Context: an optimization exercise on an open-source flow, tuned for small area and a short achievable clock period. The choices shown serve that exercise and are no tape-out recipe.
Where RTL was checked, it was by simulation tests only, not by an equivalence proof against the original.

==> flow/design.v <==
module fft_3_8 #(
 parameter DBW = 8,
 parameter CBW = 3) (
 input                  clk,
 input                  rstx,
 input                  clear,
 input      [  DBW-1:0] din,
 output reg [2*DBW-1:0] dout );
reg [2:0] cnt;
always @(posedge clk or negedge rstx)
  if (!rstx)      cnt <= 3'd0;
  else if (clear) cnt <= 3'd0;
  else            cnt <= cnt + 3'd1;
wire [2:0] cntn = clear ? 3'd0 : cnt + 3'd1;
wire [7:0] ph  = 8'd1 << cnt;
wire [7:0] phn = 8'd1 << cntn;                       
reg [7:0] din_r, sr1, sr2, sr3, sr4, opb;
wire st1 = ph[5] | ph[6] | ph[7] | ph[0];
wire [9:0] sum = {{2{sr4[7]}}, sr4} + {{2{opb[7]}}, opb} + 10'd1;
wire [8:0] nd  = {opb[7], opb} - {sr4[7], sr4};
wire [7:0] s   = sum[8:1];
wire       sat = (sr4 == 8'h7f) && (opb == 8'h80);    
wire [7:0] q   = sat ? 8'h81 : nd[8:1];
always @(posedge clk) begin
  din_r <= din;
  sr1   <= st1 ? s : din_r;
  sr2   <= sr1;
  sr3   <= ph[1] ? s : sr2;              
  sr4   <= sr3;
  opb   <= (ph[0] | ph[1]) ? sr1 : ph[2] ? s : din;
end
reg [7:0] d0, d1, d2, d3;       
reg [7:0] c1, c5, x0, x4;       
always @(posedge clk) begin
  if (ph[5]) d0 <= q;
  if (ph[6]) d1 <= q;
  if (ph[7]) d2 <= q;
  if (ph[0]) d3 <= q;
  if (ph[1]) c1 <= q;
  if (ph[2]) c5 <= q;
  if (ph[3]) begin x0 <= s; x4 <= q; end
end
reg tneg, te;
always @(posedge clk) begin
  tneg <= phn[2] | phn[4];
  te   <= phn[2] | phn[3];
end
wire [8:0] tq3 = {{2{d1[7]}}, d1[7:1]} ^ {9{tneg}};
wire [8:0] tq7 = {{2{d3[7]}}, d3[7:1]};
wire [1:0] tk  = {1'b0, tneg} + {1'b0, te & d3[0]};
wire [8:0] tsum = tq3 + tq7 + {7'd0, tk};
reg  [8:0] t;
always @(posedge clk) t <= tsum;
wire [13:0] tx = {{5{t[8]}}, t};
wire [13:0] q1 = tx << 5, q2 = tx << 3, q3 = tx << 2;
wire [13:0] ps1 = q1 ^ q2 ^ q3;
wire [13:0] pc1 = {(q1[12:0] & q2[12:0]) | (q1[12:0] & q3[12:0]) | (q2[12:0] & q3[12:0]), 1'b0};
wire [13:0] ps2 = ps1 ^ pc1 ^ tx;
wire [13:0] pc2 = {(ps1[12:0] & pc1[12:0]) | (ps1[12:0] & tx[12:0]) | (pc1[12:0] & tx[12:0]), 1'b0};
wire [13:0] p45 = ps2 + pc2;
wire        pz  = t[5:0] == 6'd0;         
wire [7:0] u1 = ~{d0[7], d0[7:1]} + 8'd2;
wire [7:0] mi = ({d2[7], d2} + 9'd3) >> 1;
wire [7:0] ni = ~{d2[7], d2[7:1]} + 8'd2;
reg [7:0] wu, wm, wn, h1, h2, g1, g2;
reg       z1, z2, y1, y2;
always @(posedge clk) begin
  if (ph[3]) begin h1 <= p45[13:6]; z1 <= pz; end         
  if (ph[4]) begin h2 <= p45[13:6]; z2 <= pz; end         
  if (ph[5]) begin g1 <= p45[13:6]; y1 <= pz;             
                   wu <= u1; wm <= mi; wn <= ni; end
  if (ph[6]) begin g2 <= p45[13:6]; y2 <= pz; end         
end
reg rx0, rx4, rc1, rcx, rh, rg, rinv, rci, rzh, rzg;        
reg ic5, ic6, im, in, ih, ig, iinv, ione, izh, izg;         
always @(posedge clk) begin
    rx0  <= phn[6];                                    
    rx4  <= phn[7];                                    
    rc1  <= phn[0] | phn[1];                           
    rcx  <= phn[2] | phn[3] | phn[4] | phn[5];         
    rh   <= phn[2] | phn[3];
    rg   <= phn[4] | phn[5];
    rinv <= phn[3] | phn[4];
    rci  <= phn[7] | phn[0] | phn[1];
    rzh  <= phn[3];
    rzg  <= phn[4];
    ic5  <= phn[0];                                    
    ic6  <= phn[1];                                    
    im   <= phn[2] | phn[3];
    in   <= phn[4] | phn[5];
    ih   <= phn[2] | phn[3];
    ig   <= phn[4] | phn[5];
    iinv <= phn[3] | phn[5];
    ione <= phn[0] | phn[1];
    izh  <= phn[3];
    izg  <= phn[5];
  end
wire [8:0] are = ({9{rx0}} & {x0, 1'b0})
               | ({9{rx4}} & {~x4, 1'b1})
               | ({9{rc1}} & ~{c1[7], c1})
               | ({9{rcx}} & {wu[7], wu});
wire [7:0] bre = (({8{rh}} & h1) | ({8{rg}} & g1)) ^ {8{rinv}};
wire [8:0] bre9 = {bre[7], bre} | {8'd0, rc1};
wire       cre = rci | (rzh & z1) | (rzg & y1);
wire [8:0] vre = are + bre9 + {8'd0, cre};
wire [8:0] aim = ({9{ic5}} & {c5[7], c5})
               | ({9{ic6}} & ~{c5[7], c5})
               | ({9{im}} & {wm[7], wm})
               | ({9{in}} & {wn[7], wn});
wire [7:0] bim = (({8{ih}} & h2) | ({8{ig}} & g2)) ^ {8{iinv}};
wire [8:0] bim9 = {bim[7], bim} | {8'd0, ic6};
wire       cim = ione | (izh & z2) | (izg & y2);
wire [8:0] vim = aim + bim9 + {8'd0, cim};
always @(posedge clk) dout <= {vim[8:1], vre[8:1]};
endmodule
==> flow/config.mk <==
export PLATFORM = sky130hd
export DESIGN_NAME = fft_3_8
export DESIGN_NICKNAME = fft_3_8
export VERILOG_FILES = /design/flow/design.v
export SDC_FILE = /design/flow/constraint.sdc
export NUM_CORES = 4
export LEC_CHECK = 0
export CAP_MARGIN = 20
export CORE_MARGIN = 2
export CORE_UTILIZATION = 60
export CTS_CLUSTER_DIAMETER = 100
export CTS_CLUSTER_SIZE = 30
export SETUP_SLACK_MARGIN = 5
export SLEW_MARGIN = 20
==> flow/constraint.sdc <==
create_clock -name core_clock -period 9.5 [get_ports {clk}]
set_input_delay 1.9000 -clock core_clock [delete_from_list [all_inputs] [get_ports {clk}]]
set_output_delay 1.9000 -clock core_clock [all_outputs]
set_load 0.01 [all_outputs]
standard.sh (not shown) runs the stock make flow with config.mk's settings and CLKGATE_MAP_FILE= SYNTH_SCRIPT=/design/flow/synth_recipe.tcl, a recipe that flattens the netlist after the stock synthesis.
==> flow/flow/run.sh <==
#!/bin/bash
set -euo pipefail
MARGIN=${MARGIN:-6.5}
sed -e "s/SETUP_SLACK_MARGIN=[0-9.]*/SETUP_SLACK_MARGIN=$MARGIN/" \
    -e "s/ SLEW_MARGIN=/ BUFFER_PORTS_ARGS='-buffer_cell sky130_fd_sc_hd__buf_2' SLEW_MARGIN=/" \
    standard.sh > margin_flow.sh
bash margin_flow.sh > margin_flow.log 2>&1
The first run finished clean.
Rerun with:
--- a/flow/flow/run.sh
+++ b/flow/flow/run.sh
@@ -3 +3 @@
-MARGIN=${MARGIN:-6.5}
+MARGIN=${MARGIN:-6.75}
- CORE_UTILIZATION: 60 -> 40
What happened: Worst setup slack improved by 0.014 ns; critical path depth does not change; clock skew is lower by 0.0055 ns.
Rerun with:
--- a/flow/flow/run.sh
+++ b/flow/flow/run.sh
@@ -3 +3 @@
-MARGIN=${MARGIN:-6.75}
+MARGIN=${MARGIN:-6.5}
Outcome:
- clock skew falls by 0.0092 ns
- routed wire length falls by a few percent
- design area falls by a few percent
- area after synthesis is unchanged
- maximum frequency rises slightly
- global-route usage falls by 0.60 points
No functional check of the RTL was part of any run of this note.

* * *

## run A
fft_3_8, a different RTL version from the one above (not shown whole).
Size: roughly 750 cells after synthesis, about 190 flip-flops, ~9000 µm² of cells after synthesis.
// fft_3_8
module fft_3_8 #(
 parameter DBW = 8,
 parameter CBW = 3) (
 input                  clk,
 input                  rstx,
 input                  clear,
 input      [  DBW-1:0] din,
 output reg [2*DBW-1:0] dout );
==> flow/config.mk <==
export PLATFORM = sky130hd
export DESIGN_NAME = fft_3_8
export DESIGN_NICKNAME = fft_3_8
export VERILOG_FILES = /design/flow/design.v
export SDC_FILE = /design/flow/constraint.sdc
export NUM_CORES = 4
export LEC_CHECK = 0
export CAP_MARGIN = 20
export CORE_MARGIN = 2
export CORE_UTILIZATION = 40
export CTS_CLUSTER_DIAMETER = 80
export CTS_CLUSTER_SIZE = 30
export SETUP_SLACK_MARGIN = 5
export SLEW_MARGIN = 20
==> flow/constraint.sdc <==
create_clock -name core_clock -period 9.5 [get_ports {clk}]
set_input_delay 1.9000 -clock core_clock [delete_from_list [all_inputs] [get_ports {clk}]]
set_output_delay 1.9000 -clock core_clock [all_outputs]
set_load 0.01 [all_outputs]
==> flow/flow/run.sh <==
#!/bin/bash
set -euo pipefail
MARGIN=${MARGIN:-6.5}
sed -e "s/SETUP_SLACK_MARGIN=[0-9.]*/SETUP_SLACK_MARGIN=$MARGIN/" \
    -e "s/ SLEW_MARGIN=/ BUFFER_PORTS_ARGS='-buffer_cell sky130_fd_sc_hd__buf_2' SLEW_MARGIN=/" \
    standard.sh > margin_flow.sh
bash margin_flow.sh > margin_flow.log 2>&1
Run A finished every stage and its layout cleared the timing, DRC and antenna checks.
Input changes introduced in run B (baseline for comparison: run A):
- CTS_BUF_LIST now sky130_fd_sc_hd__clkbuf_8, previously not set
- CTS_CLUSTER_DIAMETER now 100, was 80
### Flow results
When run B is measured against run A, its core occupancy in the finished layout turns out 0.78 points lower.
Across both runs, first-pass iteration count of the detailed router was lower for run B than for run A.
Run B against run A: filler cell count grew by 23.
Input-level comparison between run C and run B:
--- a/flow/flow/run.sh
+++ b/flow/flow/run.sh
@@ -3 +3 @@
-MARGIN=${MARGIN:-6.5}
+MARGIN=${MARGIN:-6.75}
Findings:
- Per the comparison of run C with run B, share of the final layout cell area in sequential cells shows a reduction of 0.65 points, multi-input gate share of the layout cell area shows an increase of 0.43 points, via count of the first global-routing pass shows an increase of 39.
- On area of placed instances, the higher figure sits with run C, not run B.
- Changes observed in run C relative to run B: critical path required time lost 0.16 ns, final worst-path cycle share lost 0.29 points, pin slew with the least headroom to its limit picked up an extra 0.016 ns, highest cell delay on the worst timing path picked up an extra 0.09 ns.
- Run C ends up with lower count of clock-buffer cells in the layout than run B does.
Setup changes, run C to run D
- CTS_BUF_LIST: sky130_fd_sc_hd__clkbuf_8 -> unset
- CORE_UTILIZATION: 40 -> 45
--- a/flow/flow/run.sh
+++ b/flow/flow/run.sh
@@ -3 +3 @@
-MARGIN=${MARGIN:-6.75}
+MARGIN=${MARGIN:-6.5}
### Flow results
For run C, the timing startpoint of the critical path was t[4], unlike run D, where it was t[2]. Diff run C -> run D: final core area utilization now larger, hold slack now smaller, largest driver fanout on the critical path now larger. In run D the first-iteration DRC count turned out about 30% higher than in run C. Measured against run D, the number of global-route vias before repair of run C comes out at 0.949 times the reference value.

## re-timing with driven ports
How much do the figures lean on ideal ports? The routed layouts below were timed once more, with nothing changed but the port constraints. Step 1, drivers: a clkbuf_16 drives clk and a buf_2 each remaining input, both assumed. Step 2 times the ports against the registers' clock, not the clock port: input delays grow and output delays shrink by t, the midpoint of the rising clock arrivals with the driver on. Three values: ideal, step 1, step 2; two values: the first two.
run	t (ns)	setup slack, ns	worst setup path after step 2	cell pins on the clock port's net
the first run of note 1	0.495	6.552 / 6.552 / 6.552	register to register	1
the second run of note 1	0.512	6.567 / 6.567 / 6.567	register to register	1
the third run of note 1	0.501	6.598 / 6.598 / 6.598	register to register	1
run A	0.468	6.586 / 6.586 / 6.586	register to register	1
run B	0.502	6.640 / 6.640 / 6.598	input to register	1
run C	0.495	6.667 / 6.657 / 6.583	input to register	1
run D	0.461	6.613 / 6.613 / 6.567	input to register	1
After both steps setup and hold are still met in every run listed. For run C, which loses most, drivers alone change the setup slack by -0.010 ns; drivers and shift together by -0.084 ns.
